Source: an optimization exercise on an open RTL-to-GDS flow (aim: small area and a short achievable clock period). Production flows keep margins and buffers that such runs may drop. Function was checked by simulation only, so behaviour that the tests miss may differ from the original. No driver is modelled on the clock port, so clock power and skew are understated where the tree is cut down; a real chip needs a root buffer or a tree. No activity file was given, so power comes from the tool's default toggle rates.

--- design/flow/design.v ---
`timescale 1ns/1ns
module ParallelFIR(input wire clk,
                   input wire signed [7:0] x,
                   output reg signed [17:0] y);
  reg [7:0] x1, x2, x3, x4, x5, x6, x7, x8, x9, x10, x11, x12, x13, x14, x15, x16, x17;
  reg p4_1_0, p4_2_0, p4_3_0, p4_4_0, p4_5_0, p4_6_0, p4_7_0, p4_8_0, p3_0_0, p3_1_0, p3_1_1, p3_2_0, p3_2_1, p3_3_0, p3_3_1, p3_4_0, p3_4_1, p3_5_0, p3_5_1, p3_6_0, p3_6_1, p3_7_0, p3_7_1, p3_8_0, p3_8_1, p3_9_0, p3_9_1, p3_10_0, p3_10_1, p3_11_0, p3_11_1, p3_12_0, p3_12_1, p3_13_0, p2_0_0, p2_0_1, p2_1_0, p2_1_1, p2_2_0, p2_2_1, p2_3_0, p2_3_1, p2_4_0, p2_4_1, p2_5_0, p2_5_1, p2_6_0, p2_6_1, p2_7_0, p2_7_1, p2_8_0, p2_8_1, p2_9_0, p2_9_1, p2_10_0, p2_10_1, p2_11_0, p2_11_1, p2_12_0, p2_12_1, p2_13_0, p2_13_1, p2_14_0, p2_14_1, p2_15_0, p1_0_0, p1_0_1, p1_1_0, p1_1_1, p1_2_0, p1_2_1, p1_3_0, p1_3_1, p1_4_0, p1_4_1, p1_5_0, p1_5_1, p1_6_0, p1_6_1, p1_7_0, p1_7_1, p1_8_0, p1_8_1, p1_9_0, p1_9_1, p1_10_0, p1_10_1, p1_11_0, p1_11_1, p1_12_0, p1_12_1, p1_13_0, p1_13_1, p1_14_0, p1_14_1, p1_15_0, p1_15_1, p1_16_0, p1_16_1;
  reg [8:0] pa7;
  reg [8:0] pa5;
  reg [8:0] pa9;
  wire [8:0] pa7_d = {1'b0, x5} + {1'b0, x11};
  wire [8:0] pa5_d = {1'b0, x2} + {1'b0, x12};
  wire [8:0] pa9_d = {1'b0, x7} + {1'b0, x9};
  wire [7:0] xo = {~x[7], x[6:0]};
  wire s1, c1;
  FullAdd u1 (.a(pa5[2]), .b(pa5[1]), .c(x16[3]), .s(s1), .co(c1));
  wire s2, c2;
  FullAdd u2 (.a(pa5[3]), .b(pa5[2]), .c(pa5[0]), .s(s2), .co(c2));
  wire s3, c3;
  FullAdd u3 (.a(p4_4_0), .b(x14[1]), .c(x15[3]), .s(s3), .co(c3));
  wire s4, c4;
  FullAdd u4 (.a(pa5[4]), .b(pa5[3]), .c(pa5[1]), .s(s4), .co(c4));
  wire s5, c5;
  FullAdd u5 (.a(p4_5_0), .b(x14[2]), .c(x15[4]), .s(s5), .co(c5));
  wire s6 = x16[5] ^ x17[4];
  wire c6 = x16[5] & x17[4];
  wire s7, c7;
  FullAdd u7 (.a(pa5[5]), .b(pa5[4]), .c(pa5[2]), .s(s7), .co(c7));
  wire s8, c8;
  FullAdd u8 (.a(p4_6_0), .b(x14[3]), .c(x15[5]), .s(s8), .co(c8));
  wire n9 = ~x15[3];
  wire s10, c10;
  FullAdd u10 (.a(n9), .b(x16[6]), .c(x17[5]), .s(s10), .co(c10));
  wire s11, c11;
  FullAdd u11 (.a(pa5[6]), .b(pa5[5]), .c(pa5[3]), .s(s11), .co(c11));
  wire s12, c12;
  FullAdd u12 (.a(p4_7_0), .b(x14[4]), .c(x15[6]), .s(s12), .co(c12));
  wire n13 = ~x15[4];
  wire s14, c14;
  FullAdd u14 (.a(n13), .b(x16[7]), .c(x17[6]), .s(s14), .co(c14));
  wire s15, c15;
  FullAdd u15 (.a(pa5[7]), .b(pa5[6]), .c(pa5[4]), .s(s15), .co(c15));
  wire s16, c16;
  FullAdd u16 (.a(p4_8_0), .b(x14[5]), .c(x15[7]), .s(s16), .co(c16));
  wire n17 = ~x15[5];
  wire s18 = n17 ^ x17[7];
  wire c18 = n17 & x17[7];
  wire s19, c19;
  FullAdd u19 (.a(pa5[8]), .b(pa5[7]), .c(pa5[5]), .s(s19), .co(c19));
  wire s20 = pa5[0] ^ x16[1];
  wire c20 = pa5[0] & x16[1];
  wire s21, c21;
  FullAdd u21 (.a(pa5[1]), .b(pa5[0]), .c(x16[2]), .s(s21), .co(c21));
  wire n22 = ~p4_2_0;
  wire n23 = ~x15[1];
  wire s24 = n22 ^ n23;
  wire c24 = n22 & n23;
  wire s25, c25;
  FullAdd u25 (.a(p4_3_0), .b(x14[0]), .c(x15[2]), .s(s25), .co(c25));
  wire n26 = ~x15[0];
  wire s27, c27;
  FullAdd u27 (.a(n26), .b(x17[2]), .c(s1), .s(s27), .co(c27));
  wire s28, c28;
  FullAdd u28 (.a(x16[4]), .b(x17[3]), .c(c1), .s(s28), .co(c28));
  wire n29 = ~s2;
  wire s30, c30;
  FullAdd u30 (.a(x15[1]), .b(n29), .c(s3), .s(s30), .co(c30));
  wire s31, c31;
  FullAdd u31 (.a(s6), .b(c2), .c(s4), .s(s31), .co(c31));
  wire s32, c32;
  FullAdd u32 (.a(x15[2]), .b(c3), .c(s5), .s(s32), .co(c32));
  wire s33, c33;
  FullAdd u33 (.a(c6), .b(c4), .c(s7), .s(s33), .co(c33));
  wire n34 = ~s10;
  wire s35, c35;
  FullAdd u35 (.a(c5), .b(s8), .c(n34), .s(s35), .co(c35));
  wire s36, c36;
  FullAdd u36 (.a(c7), .b(c10), .c(s11), .s(s36), .co(c36));
  wire n37 = ~s14;
  wire s38, c38;
  FullAdd u38 (.a(c8), .b(s12), .c(n37), .s(s38), .co(c38));
  wire s39, c39;
  FullAdd u39 (.a(s18), .b(c11), .c(c14), .s(s39), .co(c39));
  wire n40 = ~s15;
  wire s41, c41;
  FullAdd u41 (.a(c12), .b(n40), .c(s16), .s(s41), .co(c41));
  wire s42, c42;
  FullAdd u42 (.a(c18), .b(c15), .c(s19), .s(s42), .co(c42));
  wire s43, c43;
  FullAdd u43 (.a(x14[6]), .b(x15[6]), .c(c16), .s(s43), .co(c43));
  wire s44, c44;
  FullAdd u44 (.a(pa5[8]), .b(pa5[6]), .c(c19), .s(s44), .co(c44));
  wire n45 = ~x14[7];
  wire n46 = ~x15[7];
  wire s47 = n45 ^ n46;
  wire c47 = n45 & n46;
  wire s48 = x17[0] ^ s20;
  wire c48 = x17[0] & s20;
  wire s49, c49;
  FullAdd u49 (.a(x17[1]), .b(c20), .c(s24), .s(s49), .co(c49));
  wire s50, c50;
  FullAdd u50 (.a(c24), .b(c21), .c(s27), .s(s50), .co(c50));
  wire n51 = ~c25;
  wire s52, c52;
  FullAdd u52 (.a(n51), .b(c27), .c(s28), .s(s52), .co(c52));
  wire n53 = ~s32;
  wire s54, c54;
  FullAdd u54 (.a(c28), .b(s31), .c(n53), .s(s54), .co(c54));
  wire n55 = ~c32;
  wire s56, c56;
  FullAdd u56 (.a(c31), .b(n55), .c(s33), .s(s56), .co(c56));
  wire n57 = ~c35;
  wire s58, c58;
  FullAdd u58 (.a(c33), .b(s36), .c(n57), .s(s58), .co(c58));
  wire n59 = ~c38;
  wire s60, c60;
  FullAdd u60 (.a(c36), .b(s39), .c(n59), .s(s60), .co(c60));
  wire n61 = ~s43;
  wire s62, c62;
  FullAdd u62 (.a(c39), .b(n61), .c(s42), .s(s62), .co(c62));
  wire s63, c63;
  FullAdd u63 (.a(s47), .b(c42), .c(s44), .s(s63), .co(c63));
  wire s64 = pa5[7] ^ c47;
  wire c64 = pa5[7] & c47;
  wire n65 = ~p4_1_0;
  wire s66 = n65 ^ n26;
  wire c66 = n65 & n26;
  wire s67, c67;
  FullAdd u67 (.a(s21), .b(c48), .c(s49), .s(s67), .co(c67));
  wire n68 = ~s25;
  wire s69, c69;
  FullAdd u69 (.a(n68), .b(c49), .c(s50), .s(s69), .co(c69));
  wire n70 = ~s30;
  wire s71, c71;
  FullAdd u71 (.a(n70), .b(c50), .c(s52), .s(s71), .co(c71));
  wire n72 = ~c30;
  wire s73, c73;
  FullAdd u73 (.a(n72), .b(c52), .c(s54), .s(s73), .co(c73));
  wire n74 = ~s35;
  wire s75, c75;
  FullAdd u75 (.a(n74), .b(c54), .c(s56), .s(s75), .co(c75));
  wire n76 = ~s38;
  wire s77, c77;
  FullAdd u77 (.a(n76), .b(c56), .c(s58), .s(s77), .co(c77));
  wire n78 = ~s41;
  wire s79, c79;
  FullAdd u79 (.a(n78), .b(c58), .c(s60), .s(s79), .co(c79));
  wire n80 = ~c41;
  wire s81, c81;
  FullAdd u81 (.a(n80), .b(s62), .c(c60), .s(s81), .co(c81));
  wire n82 = ~c43;
  wire s83, c83;
  FullAdd u83 (.a(n82), .b(c62), .c(s63), .s(s83), .co(c83));
  wire s84, c84;
  FullAdd u84 (.a(s64), .b(c44), .c(c63), .s(s84), .co(c84));
  wire s85 = pa5[8] ^ c64;
  wire c85 = pa5[8] & c64;
  wire s86 = p3_4_0 ^ p3_4_1;
  wire c86 = p3_4_0 & p3_4_1;
  wire s87, c87;
  FullAdd u87 (.a(p3_5_0), .b(p3_5_1), .c(pa9[4]), .s(s87), .co(c87));
  wire s88, c88;
  FullAdd u88 (.a(pa9[1]), .b(pa9[0]), .c(x11[2]), .s(s88), .co(c88));
  wire s89, c89;
  FullAdd u89 (.a(p3_6_0), .b(p3_6_1), .c(pa9[5]), .s(s89), .co(c89));
  wire s90, c90;
  FullAdd u90 (.a(pa9[2]), .b(pa9[1]), .c(x11[3]), .s(s90), .co(c90));
  wire s91, c91;
  FullAdd u91 (.a(pa7[6]), .b(pa7[5]), .c(pa7[3]), .s(s91), .co(c91));
  wire s92, c92;
  FullAdd u92 (.a(p3_7_0), .b(p3_7_1), .c(pa9[6]), .s(s92), .co(c92));
  wire s93, c93;
  FullAdd u93 (.a(pa9[3]), .b(pa9[2]), .c(x11[4]), .s(s93), .co(c93));
  wire s94, c94;
  FullAdd u94 (.a(pa7[7]), .b(pa7[6]), .c(pa7[4]), .s(s94), .co(c94));
  wire s95 = x13[5] ^ x13[3];
  wire c95 = x13[5] & x13[3];
  wire s96, c96;
  FullAdd u96 (.a(p3_8_0), .b(p3_8_1), .c(pa9[7]), .s(s96), .co(c96));
  wire s97, c97;
  FullAdd u97 (.a(pa9[4]), .b(pa9[3]), .c(x11[5]), .s(s97), .co(c97));
  wire s98, c98;
  FullAdd u98 (.a(pa7[8]), .b(pa7[7]), .c(pa7[5]), .s(s98), .co(c98));
  wire n99 = ~x13[6];
  wire s100, c100;
  FullAdd u100 (.a(pa7[3]), .b(x11[2]), .c(n99), .s(s100), .co(c100));
  wire s101, c101;
  FullAdd u101 (.a(p3_9_0), .b(p3_9_1), .c(pa9[8]), .s(s101), .co(c101));
  wire s102, c102;
  FullAdd u102 (.a(pa9[5]), .b(pa9[4]), .c(x11[6]), .s(s102), .co(c102));
  wire s103, c103;
  FullAdd u103 (.a(pa7[8]), .b(pa7[6]), .c(pa7[4]), .s(s103), .co(c103));
  wire s104 = x13[7] ^ x13[5];
  wire c104 = x13[7] & x13[5];
  wire s105, c105;
  FullAdd u105 (.a(p3_10_0), .b(p3_10_1), .c(pa9[6]), .s(s105), .co(c105));
  wire s106, c106;
  FullAdd u106 (.a(pa9[5]), .b(x11[7]), .c(x13[6]), .s(s106), .co(c106));
  wire s107 = p3_11_0 ^ p3_11_1;
  wire c107 = p3_11_0 & p3_11_1;
  wire s108, c108;
  FullAdd u108 (.a(p3_3_0), .b(p3_3_1), .c(pa9[2]), .s(s108), .co(c108));
  wire s109, c109;
  FullAdd u109 (.a(pa9[3]), .b(pa9[0]), .c(x11[1]), .s(s109), .co(c109));
  wire s110, c110;
  FullAdd u110 (.a(x13[2]), .b(x13[0]), .c(s86), .s(s110), .co(c110));
  wire s111, c111;
  FullAdd u111 (.a(x13[3]), .b(x13[1]), .c(c86), .s(s111), .co(c111));
  wire s112, c112;
  FullAdd u112 (.a(pa7[5]), .b(pa7[4]), .c(pa7[2]), .s(s112), .co(c112));
  wire s113 = s87 ^ s88;
  wire c113 = s87 & s88;
  wire s114, c114;
  FullAdd u114 (.a(x13[4]), .b(x13[2]), .c(c87), .s(s114), .co(c114));
  wire s115, c115;
  FullAdd u115 (.a(c88), .b(s89), .c(s90), .s(s115), .co(c115));
  wire s116, c116;
  FullAdd u116 (.a(pa7[1]), .b(x11[0]), .c(s91), .s(s116), .co(c116));
  wire s117, c117;
  FullAdd u117 (.a(s95), .b(c89), .c(c90), .s(s117), .co(c117));
  wire s118, c118;
  FullAdd u118 (.a(pa7[2]), .b(x11[1]), .c(c91), .s(s118), .co(c118));
  wire n119 = ~s94;
  wire s120, c120;
  FullAdd u120 (.a(s92), .b(s93), .c(n119), .s(s120), .co(c120));
  wire s121, c121;
  FullAdd u121 (.a(x13[4]), .b(c95), .c(c92), .s(s121), .co(c121));
  wire s122, c122;
  FullAdd u122 (.a(c93), .b(s96), .c(s97), .s(s122), .co(c122));
  wire s123, c123;
  FullAdd u123 (.a(c94), .b(s98), .c(s100), .s(s123), .co(c123));
  wire s124, c124;
  FullAdd u124 (.a(s104), .b(c96), .c(c97), .s(s124), .co(c124));
  wire s125, c125;
  FullAdd u125 (.a(x11[3]), .b(c98), .c(c100), .s(s125), .co(c125));
  wire n126 = ~s103;
  wire s127, c127;
  FullAdd u127 (.a(s101), .b(s102), .c(n126), .s(s127), .co(c127));
  wire s128, c128;
  FullAdd u128 (.a(c104), .b(c101), .c(c102), .s(s128), .co(c128));
  wire s129, c129;
  FullAdd u129 (.a(pa7[7]), .b(pa7[5]), .c(x11[4]), .s(s129), .co(c129));
  wire n130 = ~c103;
  wire s131, c131;
  FullAdd u131 (.a(n130), .b(s105), .c(s106), .s(s131), .co(c131));
  wire s132, c132;
  FullAdd u132 (.a(pa9[7]), .b(pa9[6]), .c(x13[7]), .s(s132), .co(c132));
  wire s133, c133;
  FullAdd u133 (.a(s107), .b(c105), .c(c106), .s(s133), .co(c133));
  wire s134, c134;
  FullAdd u134 (.a(pa7[8]), .b(pa7[6]), .c(x11[5]), .s(s134), .co(c134));
  wire s135, c135;
  FullAdd u135 (.a(p3_12_0), .b(p3_12_1), .c(pa9[8]), .s(s135), .co(c135));
  wire n136 = ~pa9[7];
  wire s137, c137;
  FullAdd u137 (.a(pa7[7]), .b(n136), .c(x11[6]), .s(s137), .co(c137));
  wire s138 = p3_1_0 ^ p3_1_1;
  wire c138 = p3_1_0 & p3_1_1;
  wire s139, c139;
  FullAdd u139 (.a(p3_2_0), .b(p3_2_1), .c(pa9[1]), .s(s139), .co(c139));
  wire n140 = ~pa7[2];
  wire n141 = ~pa7[1];
  wire s142 = n140 ^ n141;
  wire c142 = n140 & n141;
  wire s143, c143;
  FullAdd u143 (.a(x11[0]), .b(x13[1]), .c(s108), .s(s143), .co(c143));
  wire s144, c144;
  FullAdd u144 (.a(pa7[3]), .b(pa7[2]), .c(pa7[0]), .s(s144), .co(c144));
  wire s145, c145;
  FullAdd u145 (.a(c108), .b(s109), .c(s110), .s(s145), .co(c145));
  wire s146, c146;
  FullAdd u146 (.a(pa7[4]), .b(pa7[3]), .c(pa7[1]), .s(s146), .co(c146));
  wire s147, c147;
  FullAdd u147 (.a(c109), .b(c110), .c(s111), .s(s147), .co(c147));
  wire n148 = ~s113;
  wire s149, c149;
  FullAdd u149 (.a(pa7[0]), .b(s112), .c(n148), .s(s149), .co(c149));
  wire s150, c150;
  FullAdd u150 (.a(c111), .b(c113), .c(s114), .s(s150), .co(c150));
  wire n151 = ~s115;
  wire s152, c152;
  FullAdd u152 (.a(c112), .b(n151), .c(s116), .s(s152), .co(c152));
  wire s153, c153;
  FullAdd u153 (.a(c114), .b(c115), .c(s117), .s(s153), .co(c153));
  wire n154 = ~s120;
  wire s155, c155;
  FullAdd u155 (.a(c116), .b(s118), .c(n154), .s(s155), .co(c155));
  wire s156, c156;
  FullAdd u156 (.a(c117), .b(s121), .c(s122), .s(s156), .co(c156));
  wire n157 = ~c120;
  wire s158, c158;
  FullAdd u158 (.a(c118), .b(n157), .c(s123), .s(s158), .co(c158));
  wire s159, c159;
  FullAdd u159 (.a(c121), .b(c122), .c(s124), .s(s159), .co(c159));
  wire n160 = ~s127;
  wire s161, c161;
  FullAdd u161 (.a(c123), .b(s125), .c(n160), .s(s161), .co(c161));
  wire s162, c162;
  FullAdd u162 (.a(c124), .b(s128), .c(c127), .s(s162), .co(c162));
  wire n163 = ~s131;
  wire s164, c164;
  FullAdd u164 (.a(s129), .b(c125), .c(n163), .s(s164), .co(c164));
  wire s165, c165;
  FullAdd u165 (.a(s132), .b(c128), .c(c131), .s(s165), .co(c165));
  wire n166 = ~s133;
  wire s167, c167;
  FullAdd u167 (.a(c129), .b(s134), .c(n166), .s(s167), .co(c167));
  wire s168, c168;
  FullAdd u168 (.a(c107), .b(c132), .c(s135), .s(s168), .co(c168));
  wire n169 = ~c133;
  wire s170, c170;
  FullAdd u170 (.a(c134), .b(s137), .c(n169), .s(s170), .co(c170));
  wire s171, c171;
  FullAdd u171 (.a(p3_13_0), .b(pa9[8]), .c(c135), .s(s171), .co(c171));
  wire s172, c172;
  FullAdd u172 (.a(pa7[8]), .b(x11[7]), .c(c137), .s(s172), .co(c172));
  wire s173 = pa9[0] ^ s138;
  wire c173 = pa9[0] & s138;
  wire s174, c174;
  FullAdd u174 (.a(x13[0]), .b(c138), .c(s142), .s(s174), .co(c174));
  wire s175, c175;
  FullAdd u175 (.a(c142), .b(c139), .c(s143), .s(s175), .co(c175));
  wire n176 = ~c143;
  wire s177, c177;
  FullAdd u177 (.a(c144), .b(s146), .c(n176), .s(s177), .co(c177));
  wire n178 = ~c146;
  wire s179, c179;
  FullAdd u179 (.a(n178), .b(c145), .c(s147), .s(s179), .co(c179));
  wire n180 = ~c149;
  wire s181, c181;
  FullAdd u181 (.a(c147), .b(n180), .c(s150), .s(s181), .co(c181));
  wire n182 = ~c152;
  wire s183, c183;
  FullAdd u183 (.a(c150), .b(s153), .c(n182), .s(s183), .co(c183));
  wire n184 = ~c155;
  wire s185, c185;
  FullAdd u185 (.a(c153), .b(s156), .c(n184), .s(s185), .co(c185));
  wire n186 = ~c158;
  wire s187, c187;
  FullAdd u187 (.a(c156), .b(s159), .c(n186), .s(s187), .co(c187));
  wire n188 = ~c161;
  wire s189, c189;
  FullAdd u189 (.a(c159), .b(s162), .c(n188), .s(s189), .co(c189));
  wire n190 = ~c164;
  wire s191, c191;
  FullAdd u191 (.a(c162), .b(s165), .c(n190), .s(s191), .co(c191));
  wire n192 = ~c167;
  wire s193, c193;
  FullAdd u193 (.a(s168), .b(c165), .c(n192), .s(s193), .co(c193));
  wire n194 = ~s172;
  wire s195, c195;
  FullAdd u195 (.a(c168), .b(s171), .c(n194), .s(s195), .co(c195));
  wire n196 = ~pa7[0];
  wire s197 = n141 ^ n196;
  wire c197 = n141 & n196;
  wire s198, c198;
  FullAdd u198 (.a(s139), .b(c173), .c(s174), .s(s198), .co(c198));
  wire n199 = ~s144;
  wire s200, c200;
  FullAdd u200 (.a(n199), .b(c174), .c(s175), .s(s200), .co(c200));
  wire n201 = ~s177;
  wire s202, c202;
  FullAdd u202 (.a(s145), .b(c175), .c(n201), .s(s202), .co(c202));
  wire n203 = ~s179;
  wire s204, c204;
  FullAdd u204 (.a(s149), .b(c177), .c(n203), .s(s204), .co(c204));
  wire n205 = ~s152;
  wire s206, c206;
  FullAdd u206 (.a(n205), .b(c179), .c(s181), .s(s206), .co(c206));
  wire n207 = ~s155;
  wire s208, c208;
  FullAdd u208 (.a(n207), .b(c181), .c(s183), .s(s208), .co(c208));
  wire n209 = ~s158;
  wire s210, c210;
  FullAdd u210 (.a(n209), .b(c183), .c(s185), .s(s210), .co(c210));
  wire n211 = ~s161;
  wire s212, c212;
  FullAdd u212 (.a(n211), .b(c185), .c(s187), .s(s212), .co(c212));
  wire n213 = ~s164;
  wire s214, c214;
  FullAdd u214 (.a(n213), .b(c187), .c(s189), .s(s214), .co(c214));
  wire n215 = ~s167;
  wire s216, c216;
  FullAdd u216 (.a(n215), .b(c189), .c(s191), .s(s216), .co(c216));
  wire n217 = ~s170;
  wire s218, c218;
  FullAdd u218 (.a(n217), .b(c191), .c(s193), .s(s218), .co(c218));
  wire n219 = ~c170;
  wire s220, c220;
  FullAdd u220 (.a(n219), .b(s195), .c(c193), .s(s220), .co(c220));
  wire n221 = ~c172;
  wire s222, c222;
  FullAdd u222 (.a(c171), .b(n221), .c(c195), .s(s222), .co(c222));
  wire s223 = p2_3_0 ^ p2_3_1;
  wire c223 = p2_3_0 & p2_3_1;
  wire s224 = 1'b1 ^ p2_4_0 ^ p2_4_1;
  wire c224 = (1'b1 & p2_4_0) | (1'b1 & p2_4_1) | (p2_4_0 & p2_4_1);
  wire s225, c225;
  FullAdd u225 (.a(x1[3]), .b(x2[4]), .c(x6[2]), .s(s225), .co(c225));
  wire s226, c226;
  FullAdd u226 (.a(p2_5_1), .b(x3[4]), .c(x3[2]), .s(s226), .co(c226));
  wire s227, c227;
  FullAdd u227 (.a(p2_5_0), .b(x1[4]), .c(x2[5]), .s(s227), .co(c227));
  wire s228 = 1'b1 ^ p2_6_1 ^ x1[5];
  wire c228 = (1'b1 & p2_6_1) | (1'b1 & x1[5]) | (p2_6_1 & x1[5]);
  wire s229, c229;
  FullAdd u229 (.a(x2[6]), .b(x6[4]), .c(x6[2]), .s(s229), .co(c229));
  wire s230, c230;
  FullAdd u230 (.a(p2_6_0), .b(x3[5]), .c(x3[3]), .s(s230), .co(c230));
  wire s231, c231;
  FullAdd u231 (.a(p2_7_0), .b(p2_7_1), .c(x1[6]), .s(s231), .co(c231));
  wire s232, c232;
  FullAdd u232 (.a(x2[7]), .b(x6[5]), .c(x6[3]), .s(s232), .co(c232));
  wire s233, c233;
  FullAdd u233 (.a(x3[6]), .b(x3[4]), .c(x4[4]), .s(s233), .co(c233));
  wire s234 = x8[4] ^ x10[0];
  wire c234 = x8[4] & x10[0];
  wire s235, c235;
  FullAdd u235 (.a(p2_8_0), .b(p2_8_1), .c(x1[7]), .s(s235), .co(c235));
  wire s236, c236;
  FullAdd u236 (.a(x6[6]), .b(x6[4]), .c(x8[5]), .s(s236), .co(c236));
  wire s237, c237;
  FullAdd u237 (.a(x3[7]), .b(x3[5]), .c(x4[5]), .s(s237), .co(c237));
  wire s238 = 1'b1 ^ p2_9_0 ^ p2_9_1;
  wire c238 = (1'b1 & p2_9_0) | (1'b1 & p2_9_1) | (p2_9_0 & p2_9_1);
  wire s239, c239;
  FullAdd u239 (.a(x6[7]), .b(x6[5]), .c(x8[6]), .s(s239), .co(c239));
  wire s240 = p2_10_0 ^ p2_10_1;
  wire c240 = p2_10_0 & p2_10_1;
  wire s241 = 1'b1 ^ p2_2_0 ^ p2_2_1;
  wire c241 = (1'b1 & p2_2_0) | (1'b1 & p2_2_1) | (p2_2_0 & p2_2_1);
  wire s242, c242;
  FullAdd u242 (.a(x1[2]), .b(x2[3]), .c(x6[1]), .s(s242), .co(c242));
  wire s243, c243;
  FullAdd u243 (.a(x3[2]), .b(x3[0]), .c(x4[0]), .s(s243), .co(c243));
  wire s244, c244;
  FullAdd u244 (.a(x6[0]), .b(x8[1]), .c(c223), .s(s244), .co(c244));
  wire s245, c245;
  FullAdd u245 (.a(x3[3]), .b(x3[1]), .c(x4[1]), .s(s245), .co(c245));
  wire s246 = s224 ^ s225;
  wire c246 = s224 & s225;
  wire s247, c247;
  FullAdd u247 (.a(x6[3]), .b(x6[1]), .c(x8[2]), .s(s247), .co(c247));
  wire s248, c248;
  FullAdd u248 (.a(c224), .b(c225), .c(s227), .s(s248), .co(c248));
  wire s249, c249;
  FullAdd u249 (.a(x4[2]), .b(x10[5]), .c(s226), .s(s249), .co(c249));
  wire s250, c250;
  FullAdd u250 (.a(x4[3]), .b(x8[0]), .c(x10[6]), .s(s250), .co(c250));
  wire s251, c251;
  FullAdd u251 (.a(x8[3]), .b(c227), .c(s228), .s(s251), .co(c251));
  wire n252 = ~s229;
  wire s253, c253;
  FullAdd u253 (.a(c226), .b(n252), .c(s230), .s(s253), .co(c253));
  wire s254, c254;
  FullAdd u254 (.a(s234), .b(c228), .c(c229), .s(s254), .co(c254));
  wire s255, c255;
  FullAdd u255 (.a(x8[1]), .b(x10[7]), .c(c230), .s(s255), .co(c255));
  wire n256 = ~s233;
  wire s257, c257;
  FullAdd u257 (.a(s231), .b(s232), .c(n256), .s(s257), .co(c257));
  wire s258, c258;
  FullAdd u258 (.a(x10[1]), .b(c234), .c(c231), .s(s258), .co(c258));
  wire s259, c259;
  FullAdd u259 (.a(c232), .b(s235), .c(s236), .s(s259), .co(c259));
  wire s260, c260;
  FullAdd u260 (.a(x8[2]), .b(c233), .c(s237), .s(s260), .co(c260));
  wire s261, c261;
  FullAdd u261 (.a(x10[2]), .b(c235), .c(c236), .s(s261), .co(c261));
  wire s262, c262;
  FullAdd u262 (.a(x3[6]), .b(x4[6]), .c(x8[3]), .s(s262), .co(c262));
  wire n263 = ~c237;
  wire s264, c264;
  FullAdd u264 (.a(n263), .b(s238), .c(s239), .s(s264), .co(c264));
  wire s265, c265;
  FullAdd u265 (.a(x6[6]), .b(x8[7]), .c(x10[3]), .s(s265), .co(c265));
  wire s266, c266;
  FullAdd u266 (.a(s240), .b(c238), .c(c239), .s(s266), .co(c266));
  wire s267, c267;
  FullAdd u267 (.a(x3[7]), .b(x4[7]), .c(x8[4]), .s(s267), .co(c267));
  wire s268 = 1'b1 ^ p2_11_0 ^ p2_11_1;
  wire c268 = (1'b1 & p2_11_0) | (1'b1 & p2_11_1) | (p2_11_0 & p2_11_1);
  wire s269, c269;
  FullAdd u269 (.a(x6[7]), .b(x10[4]), .c(c240), .s(s269), .co(c269));
  wire s270 = 1'b1 ^ p2_12_0;
  wire c270 = 1'b1 & p2_12_0;
  wire s271, c271;
  FullAdd u271 (.a(p2_1_0), .b(p2_1_1), .c(x1[0]), .s(s271), .co(c271));
  wire s272, c272;
  FullAdd u272 (.a(x1[1]), .b(x2[2]), .c(x6[0]), .s(s272), .co(c272));
  wire n273 = ~x3[1];
  wire n274 = ~x10[2];
  wire s275 = n273 ^ n274;
  wire c275 = n273 & n274;
  wire s276, c276;
  FullAdd u276 (.a(x8[0]), .b(s223), .c(c241), .s(s276), .co(c276));
  wire n277 = ~s242;
  wire s278, c278;
  FullAdd u278 (.a(x10[3]), .b(n277), .c(s243), .s(s278), .co(c278));
  wire s279, c279;
  FullAdd u279 (.a(c242), .b(s244), .c(s246), .s(s279), .co(c279));
  wire s280, c280;
  FullAdd u280 (.a(x10[4]), .b(c243), .c(s245), .s(s280), .co(c280));
  wire s281, c281;
  FullAdd u281 (.a(s247), .b(c244), .c(c246), .s(s281), .co(c281));
  wire n282 = ~s248;
  wire s283, c283;
  FullAdd u283 (.a(c245), .b(n282), .c(s249), .s(s283), .co(c283));
  wire s284, c284;
  FullAdd u284 (.a(c247), .b(c248), .c(s251), .s(s284), .co(c284));
  wire s285, c285;
  FullAdd u285 (.a(s250), .b(c249), .c(s253), .s(s285), .co(c285));
  wire s286, c286;
  FullAdd u286 (.a(c251), .b(s254), .c(s257), .s(s286), .co(c286));
  wire s287, c287;
  FullAdd u287 (.a(c250), .b(s255), .c(c253), .s(s287), .co(c287));
  wire s288, c288;
  FullAdd u288 (.a(c254), .b(s258), .c(s259), .s(s288), .co(c288));
  wire n289 = ~c257;
  wire s290, c290;
  FullAdd u290 (.a(c255), .b(s260), .c(n289), .s(s290), .co(c290));
  wire s291, c291;
  FullAdd u291 (.a(c258), .b(c259), .c(s261), .s(s291), .co(c291));
  wire n292 = ~s264;
  wire s293, c293;
  FullAdd u293 (.a(s262), .b(c260), .c(n292), .s(s293), .co(c293));
  wire s294, c294;
  FullAdd u294 (.a(s265), .b(c261), .c(c264), .s(s294), .co(c294));
  wire n295 = ~s266;
  wire s296, c296;
  FullAdd u296 (.a(c262), .b(s267), .c(n295), .s(s296), .co(c296));
  wire s297, c297;
  FullAdd u297 (.a(c265), .b(s268), .c(s269), .s(s297), .co(c297));
  wire n298 = ~c266;
  wire s299, c299;
  FullAdd u299 (.a(x8[5]), .b(c267), .c(n298), .s(s299), .co(c299));
  wire s300, c300;
  FullAdd u300 (.a(p2_12_1), .b(x10[5]), .c(s270), .s(s300), .co(c300));
  wire n301 = ~x8[6];
  wire s302, c302;
  FullAdd u302 (.a(n301), .b(c268), .c(c269), .s(s302), .co(c302));
  wire s303, c303;
  FullAdd u303 (.a(p2_13_0), .b(p2_13_1), .c(x10[6]), .s(s303), .co(c303));
  wire n304 = ~x8[7];
  wire s305 = n304 ^ c270;
  wire c305 = n304 & c270;
  wire s306 = 1'b1 ^ p2_14_0 ^ p2_14_1;
  wire c306 = (1'b1 & p2_14_0) | (1'b1 & p2_14_1) | (p2_14_0 & p2_14_1);
  wire s307 = p2_0_0 ^ x2[0];
  wire c307 = p2_0_0 & x2[0];
  wire n308 = ~x2[1];
  wire s309, c309;
  FullAdd u309 (.a(n308), .b(x3[0]), .c(x10[1]), .s(s309), .co(c309));
  wire s310, c310;
  FullAdd u310 (.a(s275), .b(c271), .c(s272), .s(s310), .co(c310));
  wire s311, c311;
  FullAdd u311 (.a(c275), .b(c272), .c(s276), .s(s311), .co(c311));
  wire n312 = ~c276;
  wire s313, c313;
  FullAdd u313 (.a(n312), .b(s280), .c(c278), .s(s313), .co(c313));
  wire n314 = ~c280;
  wire s315, c315;
  FullAdd u315 (.a(n314), .b(c279), .c(s281), .s(s315), .co(c315));
  wire n316 = ~c283;
  wire s317, c317;
  FullAdd u317 (.a(c281), .b(n316), .c(s284), .s(s317), .co(c317));
  wire n318 = ~c284;
  wire s319, c319;
  FullAdd u319 (.a(n318), .b(c285), .c(s287), .s(s319), .co(c319));
  wire n320 = ~c287;
  wire s321, c321;
  FullAdd u321 (.a(n320), .b(s288), .c(c286), .s(s321), .co(c321));
  wire n322 = ~c290;
  wire s323, c323;
  FullAdd u323 (.a(c288), .b(s291), .c(n322), .s(s323), .co(c323));
  wire n324 = ~c293;
  wire s325, c325;
  FullAdd u325 (.a(c291), .b(s294), .c(n324), .s(s325), .co(c325));
  wire n326 = ~c296;
  wire s327, c327;
  FullAdd u327 (.a(s297), .b(c294), .c(n326), .s(s327), .co(c327));
  wire s328, c328;
  FullAdd u328 (.a(s300), .b(c297), .c(s302), .s(s328), .co(c328));
  wire s329, c329;
  FullAdd u329 (.a(s303), .b(s305), .c(c300), .s(s329), .co(c329));
  wire s330, c330;
  FullAdd u330 (.a(x10[7]), .b(c303), .c(s306), .s(s330), .co(c330));
  wire s331 = 1'b1 ^ p2_15_0;
  wire c331 = 1'b1 & p2_15_0;
  wire n332 = ~p2_0_1;
  wire n333 = ~x10[0];
  wire s334 = n332 ^ n333;
  wire c334 = n332 & n333;
  wire n335 = ~s309;
  wire s336, c336;
  FullAdd u336 (.a(c307), .b(s271), .c(n335), .s(s336), .co(c336));
  wire n337 = ~c309;
  wire s338, c338;
  FullAdd u338 (.a(n337), .b(s241), .c(s310), .s(s338), .co(c338));
  wire n339 = ~s278;
  wire s340, c340;
  FullAdd u340 (.a(c310), .b(n339), .c(s311), .s(s340), .co(c340));
  wire n341 = ~s313;
  wire s342, c342;
  FullAdd u342 (.a(s279), .b(c311), .c(n341), .s(s342), .co(c342));
  wire n343 = ~s315;
  wire s344, c344;
  FullAdd u344 (.a(c313), .b(s283), .c(n343), .s(s344), .co(c344));
  wire n345 = ~s285;
  wire s346, c346;
  FullAdd u346 (.a(n345), .b(c315), .c(s317), .s(s346), .co(c346));
  wire n347 = ~s319;
  wire s348, c348;
  FullAdd u348 (.a(s286), .b(c317), .c(n347), .s(s348), .co(c348));
  wire n349 = ~s321;
  wire s350, c350;
  FullAdd u350 (.a(s290), .b(c319), .c(n349), .s(s350), .co(c350));
  wire n351 = ~s293;
  wire s352, c352;
  FullAdd u352 (.a(n351), .b(c321), .c(s323), .s(s352), .co(c352));
  wire n353 = ~s296;
  wire s354, c354;
  FullAdd u354 (.a(n353), .b(c323), .c(s325), .s(s354), .co(c354));
  wire n355 = ~s299;
  wire s356, c356;
  FullAdd u356 (.a(n355), .b(c325), .c(s327), .s(s356), .co(c356));
  wire n357 = ~c299;
  wire s358, c358;
  FullAdd u358 (.a(n357), .b(s328), .c(c327), .s(s358), .co(c358));
  wire s359, c359;
  FullAdd u359 (.a(c302), .b(s329), .c(c328), .s(s359), .co(c359));
  wire s360, c360;
  FullAdd u360 (.a(c305), .b(s330), .c(c329), .s(s360), .co(c360));
  wire s361, c361;
  FullAdd u361 (.a(s331), .b(c306), .c(c330), .s(s361), .co(c361));
  wire s362 = p1_1_0 ^ p1_1_1;
  wire c362 = p1_1_0 & p1_1_1;
  wire n363 = ~x1[1];
  wire s364, c364;
  FullAdd u364 (.a(p1_2_0), .b(p1_2_1), .c(n363), .s(s364), .co(c364));
  wire n365 = ~x1[2];
  wire s366, c366;
  FullAdd u366 (.a(p1_3_0), .b(p1_3_1), .c(n365), .s(s366), .co(c366));
  wire n367 = ~x1[3];
  wire s368, c368;
  FullAdd u368 (.a(p1_4_0), .b(p1_4_1), .c(n367), .s(s368), .co(c368));
  wire n369 = ~p1_5_0;
  wire s370, c370;
  FullAdd u370 (.a(n369), .b(p1_5_1), .c(x1[4]), .s(s370), .co(c370));
  wire n371 = ~p1_6_1;
  wire s372, c372;
  FullAdd u372 (.a(p1_6_0), .b(n371), .c(x1[5]), .s(s372), .co(c372));
  wire n373 = ~x1[6];
  wire s374, c374;
  FullAdd u374 (.a(p1_7_0), .b(p1_7_1), .c(n373), .s(s374), .co(c374));
  wire n375 = ~p1_8_0;
  wire s376, c376;
  FullAdd u376 (.a(n375), .b(p1_8_1), .c(x1[7]), .s(s376), .co(c376));
  wire n377 = ~p1_9_0;
  wire s378 = n377 ^ p1_9_1;
  wire c378 = n377 & p1_9_1;
  wire s379 = p1_10_0 ^ p1_10_1;
  wire c379 = p1_10_0 & p1_10_1;
  wire s380 = p1_11_0 ^ p1_11_1;
  wire c380 = p1_11_0 & p1_11_1;
  wire s381 = p1_12_0 ^ p1_12_1;
  wire c381 = p1_12_0 & p1_12_1;
  wire s382 = p1_13_0 ^ p1_13_1;
  wire c382 = p1_13_0 & p1_13_1;
  wire s383 = p1_14_0 ^ p1_14_1;
  wire c383 = p1_14_0 & p1_14_1;
  wire s384 = p1_15_0 ^ p1_15_1;
  wire c384 = p1_15_0 & p1_15_1;
  wire s385 = p1_16_0 ^ p1_16_1;
  wire c385 = p1_16_0 & p1_16_1;
  wire [17:0] r0 = {c385, c384, c383, c382, c381, c380, c379, c378, ~c376, c374, ~c372, ~c370, c368, c366, c364, c362, s362, p1_0_0};
  wire [17:0] r1 = {1'b1, s385, s384, s383, s382, s381, s380, s379, s378, ~s376, s374, ~s372, ~s370, s368, s366, s364, ~x1[0], p1_0_1};
  wire [17:0] gp = r0 & r1;
  wire [17:0] pp = r0 ^ r1;
  wire g386 = gp[1] | (pp[1] & gp[0]);
  wire g387 = gp[3] | (pp[3] & gp[2]);
  wire q387 = pp[3] & pp[2];
  wire g388 = gp[5] | (pp[5] & gp[4]);
  wire q388 = pp[5] & pp[4];
  wire g389 = gp[7] | (pp[7] & gp[6]);
  wire q389 = pp[7] & pp[6];
  wire g390 = gp[9] | (pp[9] & gp[8]);
  wire q390 = pp[9] & pp[8];
  wire g391 = gp[11] | (pp[11] & gp[10]);
  wire q391 = pp[11] & pp[10];
  wire g392 = gp[13] | (pp[13] & gp[12]);
  wire q392 = pp[13] & pp[12];
  wire g393 = gp[15] | (pp[15] & gp[14]);
  wire q393 = pp[15] & pp[14];
  wire g394 = gp[17] | (pp[17] & gp[16]);
  wire q394 = pp[17] & pp[16];
  wire g395 = g387 | (q387 & g386);
  wire g396 = g389 | (q389 & g388);
  wire q396 = q389 & q388;
  wire g397 = g391 | (q391 & g390);
  wire q397 = q391 & q390;
  wire g398 = g393 | (q393 & g392);
  wire q398 = q393 & q392;
  wire g399 = g396 | (q396 & g395);
  wire g400 = g398 | (q398 & g397);
  wire q400 = q398 & q397;
  wire g401 = g400 | (q400 & g399);
  wire g402 = g397 | (q397 & g399);
  wire g403 = g388 | (q388 & g395);
  wire g404 = g390 | (q390 & g399);
  wire g405 = g392 | (q392 & g402);
  wire g406 = g394 | (q394 & g401);
  wire g407 = gp[2] | (pp[2] & g386);
  wire g408 = gp[4] | (pp[4] & g395);
  wire g409 = gp[6] | (pp[6] & g403);
  wire g410 = gp[8] | (pp[8] & g399);
  wire g411 = gp[10] | (pp[10] & g404);
  wire g412 = gp[12] | (pp[12] & g402);
  wire g413 = gp[14] | (pp[14] & g405);
  wire g414 = gp[16] | (pp[16] & g401);
  wire [17:0] cy = {g414, g401, g413, g405, g412, g402, g411, g404, g410, g399, g409, g403, g408, g395, g407, g386, gp[0], 1'b0};
  wire [17:0] sum = pp ^ cy;
  always @(posedge clk) begin
    x1 <= xo;
    x2 <= x1;
    x3 <= x2;
    x4 <= x3;
    x5 <= x4;
    x6 <= x5;
    x7 <= x6;
    x8 <= x7;
    x9 <= x8;
    x10 <= x9;
    x11 <= x10;
    x12 <= x11;
    x13 <= x12;
    x14 <= x13;
    x15 <= x14;
    x16 <= x15;
    x17 <= x16;
    p4_1_0 <= x17[0];
    p4_2_0 <= x17[1];
    p4_3_0 <= x17[2];
    p4_4_0 <= x17[3];
    p4_5_0 <= x17[4];
    p4_6_0 <= x17[5];
    p4_7_0 <= x17[6];
    p4_8_0 <= x17[7];
    p3_0_0 <= x16[0];
    p3_1_0 <= s66;
    p3_1_1 <= s48;
    p3_2_0 <= c66;
    p3_2_1 <= s67;
    p3_3_0 <= c67;
    p3_3_1 <= s69;
    p3_4_0 <= c69;
    p3_4_1 <= s71;
    p3_5_0 <= c71;
    p3_5_1 <= s73;
    p3_6_0 <= c73;
    p3_6_1 <= s75;
    p3_7_0 <= c75;
    p3_7_1 <= s77;
    p3_8_0 <= c77;
    p3_8_1 <= s79;
    p3_9_0 <= c79;
    p3_9_1 <= s81;
    p3_10_0 <= c81;
    p3_10_1 <= s83;
    p3_11_0 <= c83;
    p3_11_1 <= s84;
    p3_12_0 <= c84;
    p3_12_1 <= s85;
    p3_13_0 <= c85;
    p2_0_0 <= p3_0_0;
    p2_0_1 <= pa7[0];
    p2_1_0 <= s197;
    p2_1_1 <= s173;
    p2_2_0 <= c197;
    p2_2_1 <= s198;
    p2_3_0 <= c198;
    p2_3_1 <= s200;
    p2_4_0 <= c200;
    p2_4_1 <= s202;
    p2_5_0 <= c202;
    p2_5_1 <= s204;
    p2_6_0 <= c204;
    p2_6_1 <= s206;
    p2_7_0 <= c206;
    p2_7_1 <= s208;
    p2_8_0 <= c208;
    p2_8_1 <= s210;
    p2_9_0 <= c210;
    p2_9_1 <= s212;
    p2_10_0 <= c212;
    p2_10_1 <= s214;
    p2_11_0 <= c214;
    p2_11_1 <= s216;
    p2_12_0 <= c216;
    p2_12_1 <= s218;
    p2_13_0 <= c218;
    p2_13_1 <= s220;
    p2_14_0 <= c220;
    p2_14_1 <= s222;
    p2_15_0 <= c222;
    p1_0_0 <= s334;
    p1_0_1 <= s307;
    p1_1_0 <= c334;
    p1_1_1 <= s336;
    p1_2_0 <= c336;
    p1_2_1 <= s338;
    p1_3_0 <= c338;
    p1_3_1 <= s340;
    p1_4_0 <= c340;
    p1_4_1 <= s342;
    p1_5_0 <= c342;
    p1_5_1 <= s344;
    p1_6_0 <= c344;
    p1_6_1 <= s346;
    p1_7_0 <= c346;
    p1_7_1 <= s348;
    p1_8_0 <= c348;
    p1_8_1 <= s350;
    p1_9_0 <= c350;
    p1_9_1 <= s352;
    p1_10_0 <= c352;
    p1_10_1 <= s354;
    p1_11_0 <= c354;
    p1_11_1 <= s356;
    p1_12_0 <= c356;
    p1_12_1 <= s358;
    p1_13_0 <= c358;
    p1_13_1 <= s359;
    p1_14_0 <= c359;
    p1_14_1 <= s360;
    p1_15_0 <= c360;
    p1_15_1 <= s361;
    p1_16_0 <= c361;
    p1_16_1 <= c331;
    pa7 <= pa7_d;
    pa5 <= pa5_d;
    pa9 <= pa9_d;
    y <= sum;
  end
endmodule
module FullAdd(input wire a, input wire b, input wire c,
               output wire s, output wire co);
  assign s = a ^ b ^ c;
  assign co = (a & b) | (a & c) | (b & c);
endmodule
--- design/flow/flow/run.sh ---
#!/bin/bash
# The standard layout with these changes to how it is made (the SDC and
# its clock period are unchanged):
#  - repair_timing keeps extra setup margin, so that it sizes the design for a
#    shorter achieved period;
#  - the clock tree uses larger sink clusters and no dummy loads, and after CTS
#    its branch level is removed and the root split in four (flatten_clock.tcl),
#    so every register is clocked through one root buffer and one leaf buffer;
#  - the port buffers are buf_2 cells.
# Each tool's full output is in the ORFS logs; make's output is in
# standard_cts.log and standard.log, the clock edit's in flatten_clock.log.
set -e
export SETUP_SLACK_MARGIN=7.95
export CTS_ARGS="-sink_clustering_enable -repair_clock_nets -dont_use_dummy_load -buf_list {sky130_fd_sc_hd__clkbuf_8 sky130_fd_sc_hd__clkbuf_16} -sink_clustering_size 16 -sink_clustering_max_diameter 120"
export BUFFER_PORTS_ARGS="-buffer_cell sky130_fd_sc_hd__buf_2"
bash standard.sh cts > standard_cts.log 2>&1
CLK_ROOTS=4 CTS_ODB=$PWD/orfs/results/$FLOW_PLATFORM/ParallelFIR/base/4_cts.odb openroad -no_init -exit flow/flatten_clock.tcl > flatten_clock.log 2>&1
bash standard.sh > standard.log 2>&1
--- design/flow/flow/flatten_clock.tcl ---
# Make the clock tree two levels deep: the leaf buffers that CTS hung below
# intermediate branch buffers are moved onto the root, and the branch buffers
# removed; then the leaves are split between CLK_ROOTS root buffers (2: west and
# east halves, 4: quarters), each placed at the middle of its leaves.  Every register keeps the
# same structure (one root buffer + one leaf buffer) between the clock port and
# its clock pin.
set odb_file $::env(CTS_ODB)
read_db $odb_file
set block [ord::get_db_block]
set clk [$block findNet clk]
set roots {}
foreach it [$clk getITerms] { lappend roots [$it getInst] }
if {[llength $roots] != 1} { puts "root count [llength $roots], nothing done"; exit 0 }
set root [lindex $roots 0]
set rootnet [[$root findITerm X] getNet]
puts "root [$root getName] ([[$root getMaster] getName]) net [$rootnet getName]"
set mids {}
foreach it [$rootnet getITerms] {
  set inst [$it getInst]
  if {$inst eq $root} continue
  set m [[$inst getMaster] getName]
  if {![string match "sky130_fd_sc_hd__clkbuf_*" $m]} { puts "non-buffer load [$inst getName] $m, nothing done"; exit 0 }
  lappend mids $inst
}
set moved 0
foreach mid $mids {
  set out [[$mid findITerm X] getNet]
  set loads {}
  foreach it [$out getITerms] {
    if {[$it getInst] ne $mid} { lappend loads $it }
  }
  set ok 1
  foreach it $loads {
    if {![string match "sky130_fd_sc_hd__clkbuf_*" [[[$it getInst] getMaster] getName]]} { set ok 0 }
  }
  if {!$ok} { puts "[$mid getName] drives registers, kept"; continue }
  foreach it $loads {
    $it disconnect
    $it connect $rootnet
    incr moved
  }
  puts "removed [$mid getName] ([llength $loads] leaves)"
  odb::dbInst_destroy $mid
  odb::dbNet_destroy $out
}
puts "moved $moved leaf buffers onto [$rootnet getName]"

set nroots 1
if {[info exists ::env(CLK_ROOTS)]} { set nroots $::env(CLK_ROOTS) }
if {$nroots > 1} {
  set leaves {}
  foreach it [$rootnet getITerms] {
    if {[$it getInst] ne $root} { lappend leaves $it }
  }
  if {[llength $leaves] >= 2 * $nroots} {
    # split the leaves into nroots groups of neighbours: by x, then each
    # half by y when there are four
    set xs {}
    foreach it $leaves { lappend xs [list [lindex [[$it getInst] getLocation] 0] [lindex [[$it getInst] getLocation] 1] $it] }
    set xs [lsort -integer -index 0 $xs]
    set half [expr {[llength $xs] / 2}]
    set groups [list [lrange $xs 0 [expr {$half - 1}]] [lrange $xs $half end]]
    if {$nroots == 4} {
      set g4 {}
      foreach g $groups {
        set g [lsort -integer -index 1 $g]
        set h [expr {[llength $g] / 2}]
        lappend g4 [lrange $g 0 [expr {$h - 1}]] [lrange $g $h end]
      }
      set groups $g4
    }
    set master [$root getMaster]
    set k 0
    foreach g $groups {
      if {$k == 0} {
        set inst $root
      } else {
        set inst [odb::dbInst_create $block $master "clkbuf_0_${k}_clk"]
        set net [odb::dbNet_create $block "clknet_0_${k}_clk"]
        $net setSigType CLOCK
        [$inst findITerm A] connect $clk
        [$inst findITerm X] connect $net
        foreach e $g {
          set it [lindex $e 2]
          $it disconnect
          $it connect $net
        }
      }
      set sx 0; set sy 0; set n 0
      foreach e $g { incr sx [lindex $e 0]; incr sy [lindex $e 1]; incr n }
      $inst setLocation [expr {$sx / $n}] [expr {$sy / $n}]
      $inst setPlacementStatus PLACED
      incr k
    }
    puts "$nroots roots: [join [lmap g $groups {llength $g}] { }] leaves"
    detailed_placement
    check_placement
  }
}
write_db $odb_file
--- design/flow/standard.sh ---
#!/bin/bash
# synth_recipe.tcl (not shown) runs the flow's synth.tcl, then flattens the netlist and writes it again
# the make line also repeats each setting of config.mk as NAME=value (left out here)
make -C /OpenROAD-flow-scripts/flow DESIGN_CONFIG=/design/flow/config.mk WORK_HOME=/design/flow/orfs CLKGATE_MAP_FILE= SYNTH_SCRIPT=/design/flow/synth_recipe.tcl "${@:-finish}"
--- design/flow/config.mk ---
export PLATFORM = sky130hd
export DESIGN_NAME = ParallelFIR
export DESIGN_NICKNAME = ParallelFIR
export VERILOG_FILES = /design/flow/design.v
export SDC_FILE = /design/flow/constraint.sdc
export NUM_CORES = 4
export LEC_CHECK = 0
export CAP_MARGIN = 20
export CORE_MARGIN = 2
export CORE_UTILIZATION = 50
export SLEW_MARGIN = 20
export SYNTH_HIERARCHICAL = 1
export SYNTH_MINIMUM_KEEP_SIZE = 0
--- design/flow/constraint.sdc ---
create_clock -name core_clock -period 11.0 [get_ports {clk}]
set_input_delay 2.2000 -clock core_clock [delete_from_list [all_inputs] [get_ports {clk}]]
set_output_delay 2.2000 -clock core_clock [all_outputs]
set_load 0.01 [all_outputs]
==> key figures, run 1 <==
Yosys
  – Synthesized instance count: 898
  – Post-Synth Simple-Gate Area: 1.82%
  – Syn Area/Cell: 14.3 um^2
  – Compound-Gate Fraction of Synth Area: 2.15%
  – Fraction of synthesized cell area in xor and xnor cells: 1.77%
  – Synth Warn #: 7
  – Cell Area, Synth: 12,900 um^2
  – Post-synthesis sequential area ratio: 43.2%
  – Post-synthesis mux area share: 0%
  – Syn nets: 1,232
  – FF+latch count, synth: 278
  – Adder-Cell Fraction of Synth Area: 45.8%
  – Main combinational cell family by area after synthesis: adder cells
  – Post-synth cell types: 33

Setup path
  – Worst R2R Setup Slack: 8.03 ns
  – Crit path DAT: 3.15 ns
  – Crit path max fanout: 1
  – Critical Path, Cell by Cell: fa_1 > fa_1 > fa_1 > fa_1 > inv_1 > fa_1
  – Critical path class: reg -> reg
  – Setup crit start kind: flip-flop
  – CP dominant cell by count: fa_1
  – Worst stage delay on the critical path: 0.54 ns
  – CP max-delay cell: fa_1
  – Crit path required time: 11.18 ns
  – CP endpoint kind: flip-flop

Clock network
  – Cts hold-fix bufs: 0
  – CTS sink count: 278
  – Clk Latency, worst-skew pair: 0.32 ns
  – CTS clk-pin slew, worst paths: 0.08 ns

Detailed routing
  – DRT Pass-1 Iters: 4
  – DR WL/cell: 17.1 um
  – Vias per cell: 4.67
  – Antenna viol nets, final: 0
  – WL final: 21,800 um
  – Residual DRC: 0
  – Via Count: 5,962
  – Initial DRC count: 274

Global routing
  – GR Overflow Total: 0
  – First-pass GRT wire length: 36,200 um
  – GRT Util Overall: 18.3%
  – Largest net degree at the start of global routing: 17
  – Vias in the first global route: 6,849
  – Antenna violations before repair: 0

Power
  – VDD IR-drop max: 0.195 mV
  – PD cells: 345 nW/um^2
  – Comb power frac: 54.5%
  – Leak pwr: 0.00635 uW
  – Clock power frac: 14.1%
  – Share of power burned in registers: 31.3%
  – Switch share: 38.7%
  – Pwr Total: 4840 uW
  – Switch Pwr: 1870 uW
  – Internal power: 2970 uW

Placement
  – Pre-CTS setup slack: 7.93 ns
  – I/O Buffers: 26
  – DP Area: 13,400 um^2
  – Gpl congestion: 0.799
  – Detailed Place HPWL: 18,100 um

Finish
  – Fin area: 14,000 um^2
  – Share of layout cells above drive strength 1: 7.39%
  – Commonest non-fill, non-tap cell in the layout: dfxtp_1
  – # diodes: 0
  – Commonest non-fill, non-tap cells in the layout: 260 x dfxtp_1, 245 x fa_1, 180 x inv_1
  – Nets: 1,283
  – Area Growth Syn to Fin: 8.91%

Floorplanning
  – FP Rows: 58
  – IO Pins: 27
  – Die span in y: 165 um
  – Die Wd: 165 um
  – Initial core utilization: 51.0%
  – Core box area: 25,300 um^2
  – DIE AREA: 27,100 um^2

Timing
  – Fmax: 337 MHz
  – Final worst slack: 8.03 ns
  – RSZ-0062 raised after global routing: true
  – Fin. max-slew vios: 0
  – Worst slew pin tran: 0.408 ns
  – Period minus WS final: 2.97 ns
  – Relative slew slack: 72.5%
  – Setup violators final: 0
  – Setup TNS: 0 ns
  – Final Hold Vio Count: 0
  – Hold_ws: 0.331 ns
  – Period Utilization, post-route: 27.0%
  – Clock Skew: 0.0442 ns

Outcome
  – Status: finished clean

Worst hold path
  – HP Class: reg -> reg

Job
  – Max Cap Viol: 0
-- synth_stat cells, drive strengths merged --
cell	count	area share, %
dfxtp	278	43
a2bb2oi	1	0.068
or3	2	0.097
o311a	1	0.078
or2	1	0.049
a21oi	11	0.46
nor4	1	0.049
o21bai	3	0.17
nor2	10	0.29
a211oi	4	0.23
nand2b	1	0.049
nor2b	3	0.15
inv	180	5.2
xnor2	17	1.2
a31oi	2	0.097
xor2	9	0.61
a31o	1	0.068
nor3	8	0.31
o21a	2	0.12
a311oi	1	0.068
o41ai	1	0.068
o211ai	3	0.17
o21ai	5	0.19
nand4	3	0.15
nand3	6	0.23
fa	245	38
and2	2	0.097
or4	1	0.058
ha	80	7.8
nand2	10	0.29
a21o	6	0.35
-- layer usage --
layer / track usage (%) / part of all wire, % / up-vias
met4: 5.26 / 2.1 / 0
met3: 3.34 / 3.1 / 30
met1: 25.1 / 46 / 3050
met2: 30.2 / 49 / 68
li1: - / - / 2814
met5: 0 / 0 / -
-- power by group through the flow --
stage / Clock, uW / Combinational [uW] / Sequential (uW)
2_1_floorplan: 0 / 2000 / 1500
3_3_place_gp: 0 / 2640 / 1540
3_5_place_dp: 0 / 2710 / 1540
4_1_cts: 697 / 2750 / 1520
5_1_grt: 741 / 3210 / 1550
6_report: 683 / 2640 / 1520
-- metrics by stage --
stage	utilization [%]	instances
2_1_floorplan	-	898
3_3_place_gp	53.2	1254
3_5_place_dp	53.2	1254
4_1_cts	55.4	1276
5_1_grt	55.6	1277
6_report	55.6	1277
-- worst paths after layout --
check,startpoint,endpoint,cells past startpoint
setup / recovery,p2_8_0,p1_8_1,6
hold reg to reg,x7[7],x8[7],0
hold / removal,x7[7],x8[7],0
setup reg to reg,p2_8_0,p1_8_1,6
-- sequential cells by signal, summed over array words and instances (netlist names), 9 cells and up --
register / count
pa7: 9
pa9: 9
y: 18
pa5: 9
-- critical path: cells and delay by family, from the launching register on --
family / cells / cell delay (ns)
adder cells (fa/ha/maj): 5 / 2.44
flip-flops: 1 / 0.35
buffers and inverters: 1 / 0.05
-- cells by family (layout without fill, tap and decap cells) --
kind of cell	count (synthesis)	in the layout
adder cells (fa/ha/maj)	325	325
flip-flops	278	278
buffers and inverters	180	229
AND/OR/NAND/NOR	48	48
AO/OA/AOI/OAI	41	41
XOR/XNOR	26	26
-- final cells by class --
cell class | count | area [um^2]
Multi-Input combinational cell | 440 | 6640
Timing Repair Buffer | 27 | 163
Tap cell | 330 | 413
Sequential cell | 278 | 5590
Inverter | 180 | 676
Fill cell | 2098 | 11200
Clock buffer | 19 | 475
Buffer | 3 | 75.1
-- per-module statistics from Yosys, one instance, submodules excluded --
module | flops+latches | copies in the design | cells inside | cell area (um^2)
FullAdd | 0 | 233 | 1 | 20.0
ParallelFIR | 278 | 1 | 665 | 8220
-- timing repair --
item,in CTS,in global routing
endpoints found under the hold margin,0,0
setup endpoints to repair,20,9
resized for setup,9,14
pin swaps,1,0
setup buffers,1,0
==> inputs of run 2 (changes only) <==
--- a/design/flow/flow/run.sh
+++ b/design/flow/flow/run.sh
@@ -13,3 +13,3 @@
 export SETUP_SLACK_MARGIN=7.95
-export CTS_ARGS="-sink_clustering_enable -repair_clock_nets -dont_use_dummy_load -buf_list {sky130_fd_sc_hd__clkbuf_8 sky130_fd_sc_hd__clkbuf_16} -sink_clustering_size 16 -sink_clustering_max_diameter 120"
+export CTS_ARGS="-sink_clustering_enable -repair_clock_nets -dont_use_dummy_load -buf_list sky130_fd_sc_hd__clkbuf_16 -sink_clustering_size 30 -sink_clustering_max_diameter 200"
 export BUFFER_PORTS_ARGS="-buffer_cell sky130_fd_sc_hd__buf_2"
==> run 2 against run 1 <==
Against the previous run: global-route usage decreased by 0.42 points; non-clock buffer count unchanged; area after synthesis unchanged; sequential share of layout area increased by 0.62 points; total power decreased by 3.5%; clock power decreased by 24%; combinational power about the same; register-to-register slack about the same; synthesized cell count unchanged; wire length decreased by 1.4%; critical path depth increased by 1; critical path type unchanged.
==> key figures, run 2 <==
Detailed routing
  – DR top layer: met4 (unchanged)
  – Initial DRC count: 303 (was 274)
  – Met2 routed wirelength: 10,700 um (about the same)
  – Antenna viol nets, final: 0 (unchanged)
  – Residual DRC: 0 (unchanged)
  – DRT Pass-1 Iters: 4 (unchanged)
  – Vias per cell: 4.65 (was 4.67)
  – DR WL/cell: 17.0 um (was 17.1 um)
  – WL final: 21,500 um (was 21,800 um)
  – WL met1: 9910 um (was 9950 um)
  – Met3 routed WL: 484 um (was 677 um)
  – Via Count: 5,898 (was 5,962)

Global routing
  – First-pass GRT wire length: 35,800 um (was 36,200 um)
  – GRT Util Overall: 17.9% (was 18.3%)
  – Antenna violations before repair: 0 (unchanged)
  – Largest net degree at the start of global routing: 31 (was 17)
  – Vias in the first global route: 6,766 (was 6,849)
  – GR Overflow Total: 0 (unchanged)

Yosys
  – Number of synthesized flops with an enable pin: 0 (unchanged)
  – Cell Area, Synth: 12,900 um^2 (unchanged)
  – Syn nets: 1,232 (unchanged)
  – Syn Area/Cell: 14.3 um^2 (unchanged)
  – Post-synth ARST share: 0% (unchanged)
  – Top post-synthesis cells by count: 278 x dfxtp_1, 245 x fa_1, 180 x inv_1 (unchanged)
  – Synthesized instance count: 898 (unchanged)
  – Area leader, netlist: dfxtp_1 (unchanged)
  – Post-synthesis sequential area ratio: 43.2% (unchanged)
  – Top cells by area, synth: dfxtp_1 43%, fa_1 38%, ha_1 7.8%, inv_1 5.2%, xnor2_1 1.2% (unchanged)
  – FF+latch count, synth: 278 (unchanged)
  – Top_reg_cell synth: dfxtp_1 (unchanged)
  – Synth top area share: 43.2% (unchanged)
  – Post-synth cell types: 33 (unchanged)
  – Synth Warn #: 7 (unchanged)
  – Count leader, synth: dfxtp_1 (unchanged)

Finish
  – Final std cells w/o fill: 1,269 (was 1,277)
  – Share of layout cells above drive strength 1: 7.03% (was 7.39%)
  – # diodes: 0 (unchanged)
  – Nets: 1,275 (was 1,283)
  – Area Growth Syn to Fin: 7.44% (was 8.91%)
  – Max FFs per register: 18 (unchanged)
  – Top reg by flops: y (unchanged)
  – Commonest non-fill, non-tap cells in the layout: 256 x dfxtp_1, 245 x fa_1, 180 x inv_1 (was 260 x dfxtp_1, 245 x fa_1, 180 x inv_1)
  – Commonest non-fill, non-tap cell in the layout: dfxtp_1 (unchanged)

Setup path
  – CP endpoint kind: flip-flop (unchanged)
  – Crit path max fanout: 3 (was 1)
  – CP delay by family, top: adder cells (unchanged)
  – Crit path DAT: 3.15 ns (about the same)
  – CP Buf/Inv Count: 2 (was 1)
  – Worst stage delay on the critical path: 0.51 ns (was 0.54 ns)
  – Crit path required time: 11.19 ns (was 11.18 ns)
  – CP dominant cell by count: fa_1 (unchanged)
  – Critical Path, Cell by Cell: fa_1 > inv_1 > fa_1 > fa_1 > fa_1 > inv_1 > fa_1 (was fa_1 > fa_1 > fa_1 > fa_1 > inv_1 > fa_1)
  – CP max-delay cell: fa_1 (unchanged)
  – Critical path class: reg -> reg (unchanged)
  – Setup crit start kind: flip-flop (unchanged)

Timing
  – Relative slew slack: 71.0% (was 72.5%)
  – Setup TNS: 0 ns (unchanged)
  – Worst slew pin tran: 0.429 ns (was 0.408 ns)
  – Period minus WS final: 2.96 ns (was 2.97 ns)
  – Period Utilization, post-route: 26.9% (was 27.0%)
  – Final Hold Vio Count: 0 (unchanged)
  – Setup violators final: 0 (unchanged)
  – Clock Skew: 0.0834 ns (was 0.0442 ns)
  – Fmax: 338 MHz (was 337 MHz)
  – RSZ-0062 raised after global routing: true (unchanged)
  – Fin. max-slew vios: 0 (unchanged)

Floorplanning
  – IO Pins: 27 (unchanged)
  – Die Wd: 165 um (unchanged)
  – Die span in y: 165 um (unchanged)
  – Core box area: 25,300 um^2 (unchanged)
  – Initial core utilization: 51.0% (unchanged)
  – DIE AREA: 27,100 um^2 (unchanged)
  – FP Rows: 58 (unchanged)

Job
  – Max Cap Viol: 0 (unchanged)

Power
  – Clock power frac: 11.2% (was 14.1%)
  – Leak pwr: 0.00626 uW (was 0.00635 uW)
  – PD cells: 337 nW/um^2 (was 345 nW/um^2)
  – Share of power burned in registers: 32.4% (was 31.3%)
  – Switch share: 39.2% (was 38.7%)
  – Switch Pwr: 1830 uW (was 1870 uW)
  – Comb power frac: 56.4% (was 54.5%)
  – Internal power: 2840 uW (was 2970 uW)
  – VDD IR-drop max: 0.182 mV (was 0.195 mV)

Placement
  – Gpl congestion: 0.799 (unchanged)
  – I/O Buffers: 26 (unchanged)
  – Placed cell count: 1,254 (unchanged)
  – Detailed Place HPWL: 18,100 um (unchanged)

Clock network
  – CTS clk-pin slew, worst paths: 0.11 ns (was 0.08 ns)
  – CTS sink count: 278 (unchanged)
  – Cts hold-fix bufs: 0 (unchanged)
  – Clk Latency, worst-skew pair: 0.33 ns (was 0.32 ns)

Outcome
  – Status: finished clean (unchanged)

Worst hold path
  – HP Class: reg -> reg (unchanged)
run 2: worst reg2reg max path: cells and delay by family, from the launching register on:
kind	cells	cell delay [ns]
fa+ha+maj	5	2.24
buf+inv	2	0.14
flops	1	0.47
run 2: path summary, 6_finish.rpt:
kind,startpoint,end,slack (ns),cells after the start
max,x6[2],p1_7_1,8.04,7
min,p2_15_0,p1_16_1,0.30,0
max reg2reg,x6[2],p1_7_1,8.04,7
min reg2reg,p2_15_0,p1_16_1,0.30,0
run 2: layer usage:
metal,vias up,GRT usage [%]
met4,0,4.58
met3,21,2.21
met5,-,0
met2,57,30.2
met1,3030,24.9
li1,2790,-
run 2: power groups by stage:
stage	registers, uW	clock network [uW]	logic (uW)
floorplan	1500	0	2000
global placement	1540	0	2640
detailed placement	1540	0	2710
CTS	1520	537	2740
global route	1550	578	3210
finish	1520	522	2630
run 2: cell type report:
type | count | area [um^2]
Fill cell | 2116 | 11400
Multi-Input combinational cell | 440 | 6640
Sequential cell | 278 | 5600
Inverter | 180 | 676
Tap cell | 330 | 413
Clock buffer | 11 | 275
Timing Repair Buffer | 27 | 163
Buffer | 3 | 75.1
run 2: through the flow:
stage               hold slack [ns]  total power, uW  utilization, %  area (um^2)  worst slack, ns
floorplan                     0.310             3500               -        12900             8.16
global placement              0.314             4180            53.2        13400             7.94
detailed placement            0.314             4250            53.2        13400             7.93
CTS                           0.308             4800            54.6        13800             7.82
global route                  0.304             5330            54.8        13800             7.93
finish                        0.300             4670            54.8        13800             8.04
run 2: per-module statistics from Yosys, one instance, submodules excluded:
module	flip-flops and latches	area [um^2]	copies in the design
ParallelFIR	278	8220	1
FullAdd	0	20.0	233
run 2: cell families (layout without fill, tap and decap cells):
logic type	Yosys count	in the layout	share of synthesized area, %
compound gates	41	41	2.15
xor+xnor	26	26	1.77
buf+inv	180	221	5.24
flops	278	278	43.2
simple gates	48	48	1.82
fa+ha+maj	325	325	45.8
run 2: repair_timing:
action                                  4_1_cts  5_1_grt
gates resized for setup                       9       20
pin swaps                                     1        0
endpoints found under the setup margin       20       11
buffers inserted                              1        0

==> what the ideal ports hide <==
The results above use ideal ports. As a check the final layouts listed here were re-extracted and re-timed, cells and wires unchanged. Step 1: set_driving_cell puts a clkbuf_16 on clk and a buf_2 on each other input, an assumption about the parent block. Step 2 adds t to the input delays and takes it off the output delays; t is the mean of the earliest and latest rising clock arrival at the registers after step 1. Input paths then give back, and output paths get back, about the clock's delay inside the block. Slacks: ideal / step 1 / step 2; pairs: ideal / step 1.
run	t (ns)	slack for setup (ns)	worst setup path at the end	worst register clock-pin slew, ns
run 1	0.401	8.032 / 7.956 / 8.032	register to register	0.08 / 0.08
run 2	0.383	8.041 / 7.947 / 8.041	register to register	0.12 / 0.12
After both steps setup and hold are still met in every run listed.
